Context: an optimization exercise on an open-source flow, tuned for small area. The choices shown serve that exercise and are no tape-out recipe.
Function was checked by simulation only, so behaviour that the tests miss may differ from the original.
No activity file was given, so power comes from the tool's default toggle rates.

==> design/flow/design.v <==
module vga(
    input CLK,   
    input RST,
    output HS, VS,
    output [9:0] x,
    output reg [9:0] y,
    output blank
    );
reg [9:0] xc;
assign blank = ((xc < 192) | (xc > 831) | (y > 479));
assign HS = ~ ((xc > 23) & (xc < 65));
assign VS = ~ ((y > 489) & (y < 493));
assign x = ((xc < 192)?0:(xc - 192));
always @(posedge CLK)
begin
  if (RST)
  begin
    xc <= 0;
    y <= 0;
  end
  else
  begin
    if (xc == 832)
    begin
      xc <= 0;
      y <= y + 1;
    end
    else begin
      xc <= xc + 1;
    end
    if (y == 520)
    begin
      y <= 0; 
    end
  end
end
endmodule
module vga_mem(
    input CLK,
    input RST,
    output HS,
    output VS,
    output [2:0] RED,
    output [2:0] GREEN,
    output [1:0] BLUE
    );
wire [9:0] x, y;
wire blank;
reg [7:0] mem[4799:0];  
wire [12:0] mem_index;
wire [7:0] color;
initial begin
  $readmemh("flag.hex", mem);
end
vga v(.CLK (CLK), .RST (RST), .HS (HS), .VS (VS), .x (x), .y (y), .blank (blank));
assign mem_index = (y / 8) * 80 + x / 8;  
assign color = mem[mem_index];
assign RED = (blank?0:color[7:5]);
assign GREEN = (blank?0:color[4:2]);
assign BLUE = (blank?0:color[1:0]);
endmodule
==> design/flow/flag.hex <==
cd
ff
ff
ff
ff
ff
ff
ff
ff
ff
5
5
5
5
5
5
5
5
5
5
5
5
5
5
5
5
5
5
5
5
5
5
5
1
ff
ff
c4
c0
c0
c0
c0
c0
c0
c0
c4
ff
ff
1
5
5
5
5
5
5
5
5
5
5
5
5
5
5
5
5
5
5
5
5
5
5
5
ff
ff
ff
c0
c0
c0
c0
c0
c0
c0
c0
ff
ff
ff
ff
ff
ff
ff
ff
ff
5
5
5
5
5
5
5
5
5
5
5
5
5
5
5
5
5
5
5
5
5
5
1
ff
ff
c4
c0
c0
c0
c0
c0
c0
c0
c4
ff
ff
1
5
5
5
5
5
5
5
5
5
5
5
5
5
5
5
5
5
5
5
5
5
5
ff
ff
ff
c0
c0
c0
c0
c0
c0
ff
c0
c0
c0
fb
ff
ff
ff
ff
ff
ff
ff
ff
5
5
5
5
5
5
5
5
5
5
5
5
5
5
5
5
5
5
5
5
5
1
ff
ff
c4
c0
c0
c0
c0
c0
c0
c0
c4
ff
ff
1
5
5
5
5
5
5
5
5
5
5
5
5
5
5
5
5
5
5
5
5
5
ff
ff
ff
c0
c0
c0
c0
c0
c9
ff
ff
c0
c0
c0
c0
fb
ff
ff
ff
ff
ff
ff
ff
ff
5
5
5
5
5
5
5
5
5
5
5
5
5
5
5
5
5
5
5
5
1
ff
ff
c4
c0
c0
c0
c0
c0
c0
c0
c4
ff
ff
1
5
5
5
5
5
5
5
5
5
5
5
5
5
5
5
5
5
5
5
5
ff
ff
ff
c0
c0
c0
c0
c0
c9
ff
ff
ff
c0
c0
c0
c0
c0
c0
ff
ff
ff
ff
ff
ff
ff
ff
ff
5
5
5
5
5
5
5
5
5
5
5
5
5
5
5
5
5
5
1
ff
ff
c4
c0
c0
c0
c0
c0
c0
c0
c4
ff
ff
1
5
5
5
5
5
5
5
5
5
5
5
5
5
5
5
5
5
5
ff
ff
ff
c0
c0
c0
c0
c0
c0
ff
ff
ff
ff
ff
ff
f2
c0
c0
c0
c0
c0
fb
ff
ff
ff
ff
ff
ff
ff
ff
5
5
5
5
5
5
5
5
5
5
5
5
5
5
5
5
5
1
ff
ff
c4
c0
c0
c0
c0
c0
c0
c0
c4
ff
ff
1
5
5
5
5
5
5
5
5
5
5
5
5
5
5
5
5
5
ff
ff
ff
c0
c0
c0
c0
c0
c9
ff
ff
ff
ff
ff
ff
ff
ff
f2
c0
c0
c0
c0
c0
fb
ff
ff
ff
ff
ff
ff
ff
ff
5
5
5
5
5
5
5
5
5
5
5
5
5
5
5
5
1
ff
ff
c4
c0
c0
c0
c0
c0
c0
c0
c4
ff
ff
1
5
5
5
5
5
5
5
5
5
5
5
5
5
5
5
5
ff
ff
ff
c0
c0
c0
c0
c0
c9
ff
ff
ff
ff
ff
ff
ff
5
ff
ff
ff
c0
c0
c0
c0
c0
c0
ff
ff
ff
ff
ff
ff
ff
ff
ff
5
5
5
5
5
5
5
5
5
5
5
5
5
5
1
ff
ff
c4
c0
c0
c0
c0
c0
c0
c0
c4
ff
ff
1
5
5
5
5
5
5
5
5
5
5
5
5
5
5
ff
ff
ff
c0
c0
c0
c0
c0
c0
ff
ff
ff
ff
ff
ff
ff
ff
ff
5
5
b7
ff
ff
f2
c0
c0
c0
c0
c0
fb
ff
ff
ff
ff
ff
ff
ff
ff
5
5
5
5
5
5
5
5
5
5
5
5
5
1
ff
ff
c4
c0
c0
c0
c0
c0
c0
c0
c4
ff
ff
1
5
5
5
5
5
5
5
5
5
5
5
5
5
ff
ff
ff
c0
c0
c0
c0
c0
c9
ff
ff
ff
ff
ff
ff
ff
ff
b7
5
5
5
5
b7
ff
ff
f2
c0
c0
c0
c0
c0
fb
ff
ff
ff
ff
ff
ff
ff
ff
5
5
5
5
5
5
5
5
5
5
5
5
1
ff
ff
c4
c0
c0
c0
c0
c0
c0
c0
c4
ff
ff
1
5
5
5
5
5
5
5
5
5
5
5
5
ff
ff
ff
c0
c0
c0
c0
c0
c9
ff
ff
ff
ff
ff
ff
ff
ff
b7
5
5
5
5
5
5
1
ff
ff
ff
c0
c0
c0
c0
c0
c0
ff
ff
ff
ff
ff
ff
ff
ff
ff
5
5
5
5
5
5
5
5
5
5
1
ff
ff
c4
c0
c0
c0
c0
c0
c0
c0
c4
ff
ff
1
5
5
5
5
5
5
5
5
5
5
ff
ff
ff
c0
c0
c0
c0
c0
c0
ff
ff
ff
ff
ff
ff
ff
ff
ff
1
5
5
5
5
5
5
5
5
5
b7
ff
ff
f2
c0
c0
c0
c0
c0
fb
ff
ff
ff
ff
ff
ff
ff
ff
5
5
5
5
5
5
5
5
5
1
ff
ff
c4
c0
c0
c0
c0
c0
c0
c0
c4
ff
ff
1
5
5
5
5
5
5
5
5
5
ff
ff
ff
c0
c0
c0
c0
c0
c9
ff
ff
ff
ff
ff
ff
ff
ff
b7
5
5
5
5
5
5
5
5
5
5
5
5
b7
ff
ff
f2
c0
c0
c0
c0
c0
fb
ff
ff
ff
ff
ff
ff
ff
ff
5
5
5
5
5
5
5
5
1
ff
ff
c4
c0
c0
c0
c0
c0
c0
c0
c4
ff
ff
1
5
5
5
5
5
5
5
5
ff
ff
ff
c0
c0
c0
c0
c0
c9
ff
ff
ff
ff
ff
ff
ff
ff
b7
5
5
5
5
5
5
5
5
5
5
5
5
5
5
1
ff
ff
ff
c0
c0
c0
c0
c0
c0
ff
ff
ff
ff
ff
ff
ff
ff
ff
5
5
5
5
5
5
1
ff
ff
c4
c0
c0
c0
c0
c0
c0
c0
c4
ff
ff
1
5
5
5
5
5
5
ff
ff
ff
c0
c0
c0
c0
c0
c0
ff
ff
ff
ff
ff
ff
ff
ff
ff
1
5
5
5
5
5
5
5
5
5
5
5
5
5
5
5
5
5
b7
ff
ff
f2
c0
c0
c0
c0
c0
fb
ff
ff
ff
ff
ff
ff
ff
ff
1
5
5
5
5
1
ff
ff
c4
c0
c0
c0
c0
c0
c0
c0
c4
ff
ff
1
5
5
5
5
1
ff
ff
ff
c0
c0
c0
c0
c0
c9
ff
ff
ff
ff
ff
ff
ff
ff
b7
5
5
5
5
5
5
5
5
5
5
5
5
5
5
5
5
5
5
5
5
b7
ff
ff
f2
c0
c0
c0
c0
c0
fb
ff
ff
ff
ff
ff
ff
ff
ff
1
5
5
5
1
ff
ff
c4
c0
c0
c0
c0
c0
c0
c0
c4
ff
ff
1
5
5
5
1
ff
ff
ff
c0
c0
c0
c0
c0
c9
ff
ff
ff
ff
ff
ff
ff
ff
b7
5
5
5
5
5
5
5
5
5
5
5
5
5
5
5
5
5
5
5
5
5
5
1
ff
ff
ff
c0
c0
c0
c0
c0
c0
ff
ff
ff
ff
ff
ff
ff
ff
ff
5
5
1
ff
ff
c4
c0
c0
c0
c0
c0
c0
c0
c4
ff
ff
1
5
5
ff
ff
ff
c0
c0
c0
c0
c0
c0
ff
ff
ff
ff
ff
ff
ff
ff
ff
1
5
5
5
5
5
5
5
5
5
5
5
5
5
5
5
5
5
5
5
5
5
5
5
5
5
b7
ff
ff
f2
c0
c0
c0
c0
c0
fb
ff
ff
ff
ff
ff
ff
ff
ff
5
1
ff
ff
c4
c0
c0
c0
c0
c0
c0
c0
c4
ff
ff
1
5
ff
ff
ff
c0
c0
c0
c0
c0
c9
ff
ff
ff
ff
ff
ff
ff
ff
b7
5
5
5
5
5
5
5
5
5
5
5
5
5
5
5
5
5
5
5
5
5
5
5
5
5
5
5
5
b7
ff
ff
f2
c0
c0
c0
c0
c0
fb
ff
ff
ff
ff
ff
ff
ff
ff
1
ff
ff
c4
c0
c0
c0
c0
c0
c0
c0
c4
ff
ff
1
ff
ff
ff
c0
c0
c0
c0
c0
c9
ff
ff
ff
ff
ff
ff
ff
ff
b7
5
5
5
5
5
5
5
5
5
5
5
5
5
5
5
5
5
5
5
5
5
5
5
5
5
5
5
5
5
5
1
ff
ff
ff
c0
c0
c0
c0
c0
c0
ff
ff
ff
ff
ff
ff
ff
ff
ff
ff
c4
c0
c0
c0
c0
c0
c0
c0
c4
ff
ff
ff
ff
c0
c0
c0
c0
c0
c0
ff
ff
ff
ff
ff
ff
ff
ff
ff
1
5
5
5
5
5
5
5
5
5
5
5
5
5
5
5
1
1
1
1
1
1
1
1
1
1
1
1
1
1
1
1
1
1
ff
ff
ff
c0
c0
c0
c0
c0
c0
ff
ff
ff
ff
ff
ff
ff
ff
ff
c4
c0
c0
c0
c0
c0
c0
c0
c4
ff
ff
ff
c0
c0
c0
c0
c0
c0
ff
ff
ff
ff
ff
ff
ff
ff
ff
1
1
1
1
1
1
1
1
1
1
1
1
1
1
1
1
1
ff
ff
ff
ff
ff
ff
ff
ff
ff
ff
ff
ff
ff
ff
ff
ff
ff
ff
ff
ff
ff
ff
ff
ff
ff
ff
ff
ff
ff
ff
ff
ff
ff
ff
ff
ff
c4
c0
c0
c0
c0
c0
c0
c0
c4
ff
ff
ff
ff
ff
ff
ff
ff
ff
ff
ff
ff
ff
ff
ff
ff
ff
ff
ff
ff
ff
ff
ff
ff
ff
ff
ff
ff
ff
ff
ff
ff
ff
ff
ff
ff
ff
ff
ff
ff
ff
ff
ff
ff
ff
ff
ff
ff
ff
ff
ff
ff
ff
ff
ff
ff
ff
ff
ff
ff
ff
ff
ff
ff
ff
ff
ff
ff
ff
ff
ff
c4
c0
c0
c0
c0
c0
c0
c0
c4
ff
ff
ff
ff
ff
ff
ff
ff
ff
ff
ff
ff
ff
ff
ff
ff
ff
ff
ff
ff
ff
ff
ff
ff
ff
ff
ff
ff
ff
ff
ff
ff
ff
ff
ff
ff
ff
ff
ff
ff
ff
ff
ff
ff
ff
ff
ff
ff
ff
ff
ff
ff
ff
ff
ff
ff
ff
ff
ff
ff
ff
ff
ff
ff
ff
ff
ff
ff
ff
ff
ff
c4
c0
c0
c0
c0
c0
c0
c0
c4
ff
ff
ff
ff
ff
ff
ff
ff
ff
ff
ff
ff
ff
ff
ff
ff
ff
ff
ff
ff
ff
ff
ff
ff
ff
ff
ff
ff
ff
ff
ff
ff
ff
ff
ff
f7
f7
f7
f7
f7
f7
f7
f7
f7
f7
f7
f7
f7
f7
f7
f7
f7
f7
f7
f7
f7
f7
f7
f7
f7
f7
f7
f7
f7
f7
f7
f7
f7
f7
f7
f7
c4
c0
c0
c0
c0
c0
c0
c0
c4
f7
f7
f7
f7
f7
f7
f7
f7
f7
f7
f7
f7
f7
f7
f7
f7
f7
f7
f7
f7
f7
f7
f7
f7
f7
f7
f7
f7
f7
f7
f7
f7
f7
f7
f7
c0
c0
c0
c0
c0
c0
c0
c0
c0
c0
c0
c0
c0
c0
c0
c0
c0
c0
c0
c0
c0
c0
c0
c0
c0
c0
c0
c0
c0
c0
c0
c0
c0
c0
c0
c0
c0
c0
c0
c0
c0
c0
c0
c0
c0
c0
c0
c0
c0
c0
c0
c0
c0
c0
c0
c0
c0
c0
c0
c0
c0
c0
c0
c0
c0
c0
c0
c0
c0
c0
c0
c0
c0
c0
c0
c0
c0
c0
c0
c0
c0
c0
c0
c0
c0
c0
c0
c0
c0
c0
c0
c0
c0
c0
c0
c0
c0
c0
c0
c0
c0
c0
c0
c0
c0
c0
c0
c0
c0
c0
c0
c0
c0
c0
c0
c0
c0
c0
c0
c0
c0
c0
c0
c0
c0
c0
c0
c0
c0
c0
c0
c0
c0
c0
c0
c0
c0
c0
c0
c0
c0
c0
c0
c0
c0
c0
c0
c0
c0
c0
c0
c0
c0
c0
c0
c0
c0
c0
c0
c0
c0
c0
c0
c0
c0
c0
c0
c0
c0
c0
c0
c0
c0
c0
c0
c0
c0
c0
c0
c0
c0
c0
c0
c0
c0
c0
c0
c0
c0
c0
c0
c0
c0
c0
c0
c0
c0
c0
c0
c0
c0
c0
c0
c0
c0
c0
c0
c0
c0
c0
c0
c0
c0
c0
c0
c0
c0
c0
c0
c0
c0
c0
c0
c0
c0
c0
c0
c0
c0
c0
c0
c0
c0
c0
c0
c0
c0
c0
c0
c0
c0
c0
c0
c0
c0
c0
c0
c0
c0
c0
c0
c0
c0
c0
c0
c0
c0
c0
c0
c0
c0
c0
c0
c0
c0
c0
c0
c0
c0
c0
c0
c0
c0
c0
c0
c0
c0
c0
c0
c0
c0
c0
c0
c0
c0
c0
c0
c0
c0
c0
c0
c0
c0
c0
c0
c0
c0
c0
c0
c0
c0
c0
c0
c0
c0
c0
c0
c0
c0
c0
c0
c0
c0
c0
c0
c0
c0
c0
c0
c0
c0
c0
c0
c0
c0
c0
c0
c0
c0
c0
c0
c0
c0
c0
c0
c0
c0
c0
c0
c0
c0
c0
c0
c0
c0
c0
c0
c0
c0
c0
c0
c0
c0
c0
c0
c0
c0
c0
c0
c0
c0
c0
c0
c0
c0
c0
c0
c0
c0
c0
c0
c0
c0
c0
c0
c0
c0
c0
c0
c0
c0
c0
c0
c0
c0
c0
c0
c0
c0
c0
c0
c0
c0
c0
c0
c0
c0
c0
c0
c0
c0
c0
c0
c0
c0
c0
c0
c0
c0
c0
c0
c0
c0
c0
c0
c0
c0
c0
c0
c0
c0
c0
c0
c0
c0
c0
c0
c0
c0
c0
c0
c0
c0
c0
c0
c0
c0
c0
c0
c0
c0
c0
c0
c0
c0
c0
c0
c0
c0
c0
c0
c0
c0
c0
c0
c0
c0
c0
c0
c0
c0
c0
c0
c0
c0
c0
c0
c0
c0
c0
c0
c0
c0
c0
c0
c0
c0
c0
c0
c0
c0
c0
c0
c0
c0
c0
c0
c0
c0
c0
c0
c0
c0
c0
c0
c0
c0
c0
c0
c0
c0
c0
c0
c0
c0
c0
c0
c0
c0
c0
c0
c0
c0
c0
c0
c0
c0
c0
c0
c0
c0
c0
c0
c0
c0
c0
c0
c0
c0
c0
c0
c0
c0
c0
c0
c0
c0
c0
c0
c0
c0
c0
c0
c0
c0
c0
c0
c0
c0
c0
c0
c0
c0
c0
c0
c0
c0
c0
c0
c0
c0
c0
c0
c0
c0
c0
c0
c0
c0
c0
c0
c0
c0
c0
c0
c0
c0
c0
c0
c0
c0
c0
c0
c0
c0
c0
c0
c0
c0
c0
c0
c0
c0
c0
c0
c0
c0
c0
c0
c0
c0
c0
c0
c0
c0
c0
c0
c0
c0
c0
c0
c0
c0
c0
c0
c0
c0
c0
c0
c0
c0
c0
c0
c0
c0
c0
c0
c0
c0
c0
c0
c0
c0
c0
c0
c0
c0
c0
c0
c0
c0
c0
c0
c0
c0
c0
c0
c0
c0
c0
c0
c0
c0
c0
c0
c0
c0
c0
c0
c0
c0
c0
c0
c0
c0
c0
c0
c0
c0
c0
c0
c0
c0
c0
c0
c0
c0
c0
c0
c0
c0
c0
c0
c0
c0
c0
c0
c0
c0
c0
c0
c0
c0
c0
c0
c0
c0
c0
c0
c0
c0
c0
c0
c0
c0
c0
c0
c0
c0
c0
c0
c0
c0
c0
c0
c0
c0
c0
c0
c0
c0
c0
c0
c0
c0
c0
c0
c0
c0
c0
c0
c0
c0
c0
c0
c0
c0
c0
c0
c0
c0
c0
c0
c0
c0
c0
c0
c0
c0
c0
c0
c0
c0
c0
c0
c0
c0
c0
c0
c0
c0
c0
c0
c0
c0
c0
c0
c0
c0
c0
c0
c0
c0
c0
c0
c0
c0
c0
c0
c0
c0
c0
c0
c0
c0
c0
c0
c0
c0
c0
c0
c0
c0
c0
c0
c0
c0
c0
c0
c0
c0
c0
c0
c0
c0
c0
c0
c0
c0
c0
c0
c0
c0
c0
c0
c0
c0
c0
c0
c0
c0
c0
c0
c0
c0
c0
c0
c0
c0
c0
c0
c0
c0
c0
c0
c0
c0
c0
c0
c0
c0
c0
c0
c0
c0
c0
c0
c0
c0
c0
c0
c0
c0
c0
c0
c0
c0
c0
c0
c0
c0
c0
c0
c0
c0
c0
c0
c0
c0
c0
c0
c0
c0
c0
c0
c0
c0
c0
c0
c0
f7
f7
f7
f7
f7
f7
f7
f7
f7
f7
f7
f7
f7
f7
f7
f7
f7
f7
f7
f7
f7
f7
f7
f7
f7
f7
f7
f7
f7
f7
f7
f7
f7
f7
f7
f7
c4
c0
c0
c0
c0
c0
c0
c0
c4
f7
f7
f7
f7
f7
f7
f7
f7
f7
f7
f7
f7
f7
f7
f7
f7
f7
f7
f7
f7
f7
f7
f7
f7
f7
f7
f7
f7
f7
f7
f7
f7
f7
f7
f7
ff
ff
ff
ff
ff
ff
ff
ff
ff
ff
ff
ff
ff
ff
ff
ff
ff
ff
ff
ff
ff
ff
ff
ff
ff
ff
ff
ff
ff
ff
ff
ff
ff
ff
ff
ff
c4
c0
c0
c0
c0
c0
c0
c0
c4
ff
ff
ff
ff
ff
ff
ff
ff
ff
ff
ff
ff
ff
ff
ff
ff
ff
ff
ff
ff
ff
ff
ff
ff
ff
ff
ff
ff
ff
ff
ff
ff
ff
ff
ff
ff
ff
ff
ff
ff
ff
ff
ff
ff
ff
ff
ff
ff
ff
ff
ff
ff
ff
ff
ff
ff
ff
ff
ff
ff
ff
ff
ff
ff
ff
ff
ff
ff
ff
ff
ff
c4
c0
c0
c0
c0
c0
c0
c0
c4
ff
ff
ff
ff
ff
ff
ff
ff
ff
ff
ff
ff
ff
ff
ff
ff
ff
ff
ff
ff
ff
ff
ff
ff
ff
ff
ff
ff
ff
ff
ff
ff
ff
ff
ff
ff
ff
ff
ff
ff
ff
ff
ff
ff
ff
ff
ff
ff
ff
ff
ff
ff
ff
ff
ff
ff
ff
ff
ff
ff
ff
ff
ff
ff
ff
ff
ff
ff
ff
ff
ff
c4
c0
c0
c0
c0
c0
c0
c0
c4
ff
ff
ff
ff
ff
ff
ff
ff
ff
ff
ff
ff
ff
ff
ff
ff
ff
ff
ff
ff
ff
ff
ff
ff
ff
ff
ff
ff
ff
ff
ff
ff
ff
ff
ff
1
1
1
1
1
1
1
1
1
1
1
1
1
1
1
1
1
1
ff
ff
ff
ff
ff
ff
ff
ff
ff
c0
c0
c0
c0
c0
c0
ff
ff
ff
c4
c0
c0
c0
c0
c0
c0
c0
c4
ff
ff
ff
ff
ff
ff
ff
ff
ff
c0
c0
c0
c0
c0
c0
ff
ff
ff
1
1
1
1
1
1
1
1
1
1
1
1
1
1
1
1
1
5
5
5
5
5
5
5
5
5
5
5
5
5
5
5
5
1
ff
ff
ff
ff
ff
ff
ff
ff
ff
c0
c0
c0
c0
c0
c0
ff
ff
ff
ff
c4
c0
c0
c0
c0
c0
c0
c0
c4
ff
ff
ff
ff
ff
ff
ff
ff
ff
ff
c0
c0
c0
c0
c0
c0
ff
ff
ff
1
5
5
5
5
5
5
5
5
5
5
5
5
5
5
5
5
5
5
5
5
5
5
5
5
5
5
5
5
5
5
b7
ff
ff
ff
ff
ff
ff
ff
ff
c9
c0
c0
c0
c0
c0
ff
ff
ff
1
ff
ff
c4
c0
c0
c0
c0
c0
c0
c0
c4
ff
ff
1
ff
ff
ff
ff
ff
ff
ff
ff
fb
c0
c0
c0
c0
c0
f2
ff
ff
b7
5
5
5
5
5
5
5
5
5
5
5
5
5
5
5
5
5
5
5
5
5
5
5
5
5
5
5
5
b7
ff
ff
ff
ff
ff
ff
ff
ff
c9
c0
c0
c0
c0
c0
ff
ff
ff
5
1
ff
ff
c4
c0
c0
c0
c0
c0
c0
c0
c4
ff
ff
1
5
ff
ff
ff
ff
ff
ff
ff
ff
fb
c0
c0
c0
c0
c0
f2
ff
ff
b7
5
5
5
5
5
5
5
5
5
5
5
5
5
5
5
5
5
5
5
5
5
5
5
5
5
1
ff
ff
ff
ff
ff
ff
ff
ff
ff
c0
c0
c0
c0
c0
c0
ff
ff
ff
5
5
1
ff
ff
c4
c0
c0
c0
c0
c0
c0
c0
c4
ff
ff
1
5
5
ff
ff
ff
ff
ff
ff
ff
ff
ff
c0
c0
c0
c0
c0
c0
ff
ff
ff
1
5
5
5
5
5
5
5
5
5
5
5
5
5
5
5
5
5
5
5
5
5
5
b7
ff
ff
ff
ff
ff
ff
ff
ff
c9
c0
c0
c0
c0
c0
ff
ff
ff
1
5
5
5
1
ff
ff
c4
c0
c0
c0
c0
c0
c0
c0
c4
ff
ff
1
5
5
5
1
ff
ff
ff
ff
ff
ff
ff
ff
fb
c0
c0
c0
c0
c0
f2
ff
ff
b7
5
5
5
5
5
5
5
5
5
5
5
5
5
5
5
5
5
5
5
5
b7
ff
ff
ff
ff
ff
ff
ff
ff
c9
c0
c0
c0
c0
c0
ff
ff
ff
1
5
5
5
5
1
ff
ff
c4
c0
c0
c0
c0
c0
c0
c0
c4
ff
ff
1
5
5
5
5
1
ff
ff
ff
ff
ff
ff
ff
ff
fb
c0
c0
c0
c0
c0
f2
ff
ff
b7
5
5
5
5
5
5
5
5
5
5
5
5
5
5
5
5
5
1
ff
ff
ff
ff
ff
ff
ff
ff
ff
c0
c0
c0
c0
c0
c0
ff
ff
ff
5
5
5
5
5
5
1
ff
ff
c4
c0
c0
c0
c0
c0
c0
c0
c4
ff
ff
1
5
5
5
5
5
5
ff
ff
ff
ff
ff
ff
ff
ff
ff
c0
c0
c0
c0
c0
c0
ff
ff
ff
1
5
5
5
5
5
5
5
5
5
5
5
5
5
5
b7
ff
ff
ff
ff
ff
ff
ff
ff
c9
c0
c0
c0
c0
c0
ff
ff
ff
5
5
5
5
5
5
5
5
1
ff
ff
c4
c0
c0
c0
c0
c0
c0
c0
c4
ff
ff
1
5
5
5
5
5
5
5
5
ff
ff
ff
ff
ff
ff
ff
ff
fb
c0
c0
c0
c0
c0
f2
ff
ff
b7
5
5
5
5
5
5
5
5
5
5
5
5
b7
ff
ff
ff
ff
ff
ff
ff
ff
c9
c0
c0
c0
c0
c0
ff
ff
ff
5
5
5
5
5
5
5
5
5
1
ff
ff
c4
c0
c0
c0
c0
c0
c0
c0
c4
ff
ff
1
5
5
5
5
5
5
5
5
5
ff
ff
ff
ff
ff
ff
ff
ff
fb
c0
c0
c0
c0
c0
f2
ff
ff
b7
5
5
5
5
5
5
5
5
5
1
ff
ff
ff
ff
ff
ff
ff
ff
ff
c0
c0
c0
c0
c0
c0
ff
ff
ff
5
5
5
5
5
5
5
5
5
5
1
ff
ff
c4
c0
c0
c0
c0
c0
c0
c0
c4
ff
ff
1
5
5
5
5
5
5
5
5
5
5
ff
ff
ff
ff
ff
ff
ff
ff
ff
c0
c0
c0
c0
c0
c0
ff
ff
ff
1
5
5
5
5
5
5
b7
ff
ff
ff
ff
ff
ff
ff
ff
c9
c0
c0
c0
c0
c0
ff
ff
ff
5
5
5
5
5
5
5
5
5
5
5
5
1
ff
ff
c4
c0
c0
c0
c0
c0
c0
c0
c4
ff
ff
1
5
5
5
5
5
5
5
5
5
5
5
5
ff
ff
ff
ff
ff
ff
ff
ff
fb
c0
c0
c0
c0
c0
f2
ff
ff
b7
5
5
5
5
b7
ff
ff
ff
ff
ff
ff
ff
ff
c9
c0
c0
c0
c0
c0
ff
ff
ff
5
5
5
5
5
5
5
5
5
5
5
5
5
1
ff
ff
c4
c0
c0
c0
c0
c0
c0
c0
c4
ff
ff
1
5
5
5
5
5
5
5
5
5
5
5
5
5
ff
ff
ff
ff
ff
ff
ff
ff
fb
c0
c0
c0
c0
c0
f2
ff
ff
b7
5
5
ff
ff
ff
ff
ff
ff
ff
ff
ff
c0
c0
c0
c0
c0
c0
ff
ff
ff
5
5
5
5
5
5
5
5
5
5
5
5
5
5
1
ff
ff
c4
c0
c0
c0
c0
c0
c0
c0
c4
ff
ff
1
5
5
5
5
5
5
5
5
5
5
5
5
5
5
ff
ff
ff
ff
ff
ff
ff
ff
ff
c0
c0
c0
c0
c0
c0
ff
ff
ff
ff
ff
ff
ff
ff
ff
ff
ff
c9
c0
c0
c0
c0
c0
ff
ff
ff
5
5
5
5
5
5
5
5
5
5
5
5
5
5
5
5
1
ff
ff
c4
c0
c0
c0
c0
c0
c0
c0
c4
ff
ff
1
5
5
5
5
5
5
5
5
5
5
5
5
5
5
5
5
ff
ff
ff
ff
ff
ff
ff
ff
fb
c0
c0
c0
c0
c0
f2
ff
ff
ff
ff
ff
ff
ff
ff
c9
c0
c0
c0
c0
c0
ff
ff
ff
5
5
5
5
5
5
5
5
5
5
5
5
5
5
5
5
5
1
ff
ff
c4
c0
c0
c0
c0
c0
c0
c0
c4
ff
ff
1
5
5
5
5
5
5
5
5
5
5
5
5
5
5
5
5
5
ff
ff
ff
ff
ff
ff
ff
ff
fb
c0
c0
c0
c0
c0
f2
ff
ff
ff
ff
ff
ff
c0
c0
c0
c0
c0
c0
ff
ff
ff
5
5
5
5
5
5
5
5
5
5
5
5
5
5
5
5
5
5
1
ff
ff
c4
c0
c0
c0
c0
c0
c0
c0
c4
ff
ff
1
5
5
5
5
5
5
5
5
5
5
5
5
5
5
5
5
5
5
ff
ff
ff
ff
ff
ff
ff
ff
ff
c0
c0
c0
c0
c0
ff
ff
ff
ff
c9
c0
c0
c0
c0
c0
ff
ff
ff
5
5
5
5
5
5
5
5
5
5
5
5
5
5
5
5
5
5
5
5
1
ff
ff
c4
c0
c0
c0
c0
c0
c0
c0
c4
ff
ff
1
5
5
5
5
5
5
5
5
5
5
5
5
5
5
5
5
5
5
5
5
ff
ff
ff
ff
ff
ff
ff
ff
fb
c0
c0
c0
ff
ff
ff
c9
c0
c0
c0
c0
c0
ff
ff
ff
5
5
5
5
5
5
5
5
5
5
5
5
5
5
5
5
5
5
5
5
5
1
ff
ff
c4
c0
c0
c0
c0
c0
c0
c0
c4
ff
ff
1
5
5
5
5
5
5
5
5
5
5
5
5
5
5
5
5
5
5
5
5
5
ff
ff
ff
ff
ff
ff
ff
ff
fb
c0
c0
ff
ff
c0
c0
c0
c0
c0
c0
ff
ff
ff
5
5
5
5
5
5
5
5
5
5
5
5
5
5
5
5
5
5
5
5
5
5
1
ff
ff
c4
c0
c0
c0
c0
c0
c0
c0
c4
ff
ff
1
5
5
5
5
5
5
5
5
5
5
5
5
5
5
5
5
5
5
5
5
5
5
ff
ff
ff
ff
ff
ff
ff
ff
ff
c0
==> design/flow/run.sh <==
#!/bin/bash
# synth_recipe.tcl (not shown) runs the flow's synth.tcl, then flattens the netlist and writes it again
# the make line also repeats each setting of config.mk as NAME=value (left out here)
make -C /OpenROAD-flow-scripts/flow DESIGN_CONFIG=/design/flow/config.mk WORK_HOME=/design/flow/orfs CLKGATE_MAP_FILE= SYNTH_SCRIPT=/design/flow/synth_recipe.tcl finish
==> design/flow/config.mk <==
export PLATFORM = sky130hd
export DESIGN_NAME = vga_mem
export DESIGN_NICKNAME = vga_mem
export VERILOG_FILES = /design/flow/design.v
export SDC_FILE = /design/flow/constraint.sdc
export NUM_CORES = 4
export LEC_CHECK = 0
export CAP_MARGIN = 20
export CORE_MARGIN = 2
export CORE_UTILIZATION = 25
export SLEW_MARGIN = 20
export SYNTH_MEMORY_MAX_BITS = 65536
==> design/flow/constraint.sdc <==
create_clock -name core_clock -period 10.0 [get_ports {CLK}]
set_input_delay 2.0000 -clock core_clock [delete_from_list [all_inputs] [get_ports {CLK}]]
set_output_delay 2.0000 -clock core_clock [all_outputs]
set_load 0.01 [all_outputs]
==> results.tsv <==
stage	metric	value	unit
run	max_cap viols	0	
timing	clock skew	0.00344	ns
status	status	no timing/DRC/antenna violations	
yosys	Synth Net Count	1645	
min_path	Worst Hold Path EP	v.xc[0]	
detailed_routing	DRC	0	
cts	clock sinks	20	
detailed_routing	First-pass DRT Iterations	9	
layout	area of the multi-input gates	8630	µm²
floorplan	initial core utilization	0.252	
pwr	total power	0.176	mW
yosys	Post-synth EDFFs	0	
timing	period utilization	0.887	
detailed_routing	vias	15697	
layout	post-route cell area	10700	µm²
floorplan	Die ar.	40400	µm²
setup_path	RR Endpoint	v.xc[9]	
setup_path	crit-path most repeated cell	inv_1	
placed_design	port bufs	11	
setup_path	cells on worst reg2reg path	6	
min_path	Hold Path Class	register to register	
layout	share of layout cells above drive strength 1	0.102	
global_route	first-pass GRT wire length	119000	µm
pwr	Leak	3.48	nW
detailed_routing	DRT iter0 DRCs	3226	
global_route	GRT overflow	0	
cts	clock buffer depth	2	
yosys	Most used DFF post-synth	dfxtp_1	
yosys	mux cell area share after synthesis	0.00632	
yosys	Post-Syn Area	9700	µm²
yosys	adder-cell area share of the yosys netlist	0.0593	
timing	max frequency	113	MHz
placed_design	Post-DP HPWL	61200	µm
setup_path	slowest CP cell	fa_4	
timing	Max Slew Vio Count	0	
yosys	Post-Synth XOR/XNOR Area	0.0298	
detailed_routing	routed vias/inst	7.63	
yosys	top post-synthesis cells by area	a21oi_1 8.0%, o21ai_0 8.0%, nor2_1 6.5%, nand2_1 5.9%, ha_1 5.4%	
setup_path	CP Data Arrival Time	6.87	ns
pwr	worst vdd ir	115	µV
detailed_routing	Routed WL per cell	42.5	µm
cts	Post-CTS Setup Bufs	0	
yosys	Netlist cell types	85	
placed_design	placed cell area	10600	µm²
yosys	largest family of logic cells by synthesized area	compound AO/OA/AOI/OAI gates	
min_path	Hold Startpoint	v.xc[0]	
min_path	hold path depth	1	
cts	hold_buf cts	0	
cts	post-CTS resize count	0	
layout	Net count, final	1580	
floorplan	Core Rows	72	
pwr	pwr/cell area	16.5	nW/µm²
timing	TNS Setup	0	ns
timing	Slew headroom	0.122	
cts	worst-skew pair later-pin latency	0.25	ns
floorplan	io pins	12	
floorplan	CORE AREA	38500	µm²
yosys	sequential element share of the synthesized area	0.0413	
cts	clock tree root buffer cell	clkbuf_16	
setup_path	crit-path leading delay family	buffers and inverters	
global_route	largest net degree at the start of global routing	94	
layout	Syn-to-layout area delta	10.2	%
detailed_routing	Routed Antenna Nets	0	
detailed_routing	total length of routed wires	87400	µm
cts	H-tree levels	1	
setup_path	Reg2Reg Setup Slack	7.50	ns
setup_path	Crit. End Element	primary output	
global_route	vias in the first global route	14400	
yosys	Post-synth ARST share	0	
yosys	Syn. warnings	2	
timing	slew of the pin with the lowest slew margin	1.31	ns
setup_path	Worst setup SP type	register	
global_route	gr usage total	0.415	
setup_path	worst r2r src	v.xc[6]	
setup_path	WP depth	14	
placed_design	gpl congestion	1.16	
timing	RSZ-0062 raised after global routing	false	
cts	Num CTS Buffers	3	
yosys	Avg Cell Area, Syn	6.07	µm²
yosys	Synth area leader	a21oi_1	
yosys	post-synthesis compound-gate area fraction	0.507	
setup_path	Buf/Inv on CP	4	
timing	setup violators final	0	
yosys	count leader, synth	nor2_1	
setup_path	Setup CP Type	register to primary output	
floorplan	Die H	201	µm
timing	minimum clock period	8.87	ns
timing	Hold Fails Final Rpt	0	
layout	final-layout fill cell count	4374	
setup_path	critical path fanouts, max	49	
yosys	cell count after synthesis	1599	
yosys	top cell type's share of synthesized area	0.0805	
global_route	initial antenna violation count	11	
yosys	simple-gate share of the synthesized area	0.268	
yosys	Commonest cells post-synth	168 x nor2_1, 156 x a21oi_1, 156 x o21ai_0, 153 x nand2_1, 94 x clkbuf_1	
layout	Reg area	402	µm²
cts	Clk pin slew, worst setup/hold paths	0.05	ns
cts	CTS tree	yes	
timing	worst hold margin	0.461	ns
setup_path	crit path cell chain	inv_1, ha_1, and2_1, ha_4, inv_1, fa_4, inv_2, nand2_1, a211o_1, a311oi_1, nor2_1, o41ai_1, o211a_1, clkdlybuf4s50_1	
floorplan	die width	201	µm
yosys	Yosys reg bits	20	
setup_path	CP peak stage delay	0.94	ns
setup_path	Worst Path Required	8.00	ns
## power by group
part	switching (mW)	total [mW]	internal [mW]
clock	0.0286	0.0895	0.0609
sequential	0.00114	0.0819	0.0808
combinational	0.00301	0.00504	0.00202
total	0.0328	0.176	0.144
## area by class of cell
type / instances / area share
Multi-Input combinational cell: 1383 / 0.808
Timing Repair Buffer: 100 / 0.0752
Tap cell: 518 / 0.0606
Sequential cell: 20 / 0.0376
Inverter: 26 / 0.00913
Clock buffer: 4 / 0.00831
Antenna cell: 7 / 0.00164
## sequential cells by signal (all words and copies together), names as in the netlist
name  cells
v.xc     10
v.y      10
## cell families after synthesis
logic type      after synthesis
simple gates                563
xor+xnor                     33
compound gates              736
flops                        20
buf+inv                     196
fa+ha+maj                    45
mux                           6
## per-stage QoR
stage / setup WS [ns] / std cells / util
after floorplan: 3.21 / 1599 / -
after global placement: 1.56 / 2046 / 0.274
after detailed placement: 1.66 / 2046 / 0.274
after CTS: 1.38 / 2050 / 0.277
after global routing: 1.10 / 2054 / 0.278
final: 1.13 / 2058 / 0.278
## cells in the final DEF (no fill, tap or decap), drive strengths merged, types with 13 or more instances in the layout
cell type    n
nor2b       13
o21ai      167
dfxtp       20
a21oi      164
ha          42
xnor2       16
xor2        17
o221ai      25
nor4        14
o22ai       26
nand2b      15
inv         25
nand3       44
buf         89
a21o        17
nor3        82
nor2       171
a31oi       50
a2111oi     14
o211ai      35
or3         20
o31ai       17
nand2      153
a211oi      64
a311oi      15
o311ai      24
## worst max path at each step
stage / startpoint / to / slack (ns)
detailed placement: v.xc[6] / RED[1] / 1.66
CTS: v.xc[6] / RED[1] / 1.38
finish: v.xc[6] / GREEN[1] / 1.13
global placement: v.xc[6] / RED[1] / 1.56
floorplan: v.xc[6] / GREEN[0] / 3.21
global route: v.xc[6] / GREEN[2] / 1.10
## metal layers
metal  GRT usage  up-vias  part of all wire
met5           0        -           0.00054
met4       0.287        6              0.10
met3       0.206      546              0.17
met2       0.581     1714              0.38
met1       0.491     7386              0.35
li1            -     6045                 -

## afterwards: timing with drivers on the ports
Ports are ideal in the flow. The routed layout listed here was re-timed in OpenROAD. Step 1 assumes that a clkbuf_16 drives the clock port and a buf_2 every other input. Step 2 moves the port delays by t, midway between the first and last clock arrival at a register: inputs arrive t later, outputs are due t later. That takes back most of the time a late clock gives input paths. a / b / c = no drivers / after step 1 / after step 2; a / b = the first two.
t, ns: 0.274
slack for setup (ns): 1.135 / 1.109 / 1.382
hold slack, ns: 0.461 / 0.461 / 0.461
worst setup path after step 2: register to output
worst data-port slew with drivers (ns): 0.03
After both steps this run still meets setup and hold. The setup slack of this run moves by -0.026 ns with the drivers and by +0.247 ns with both steps.
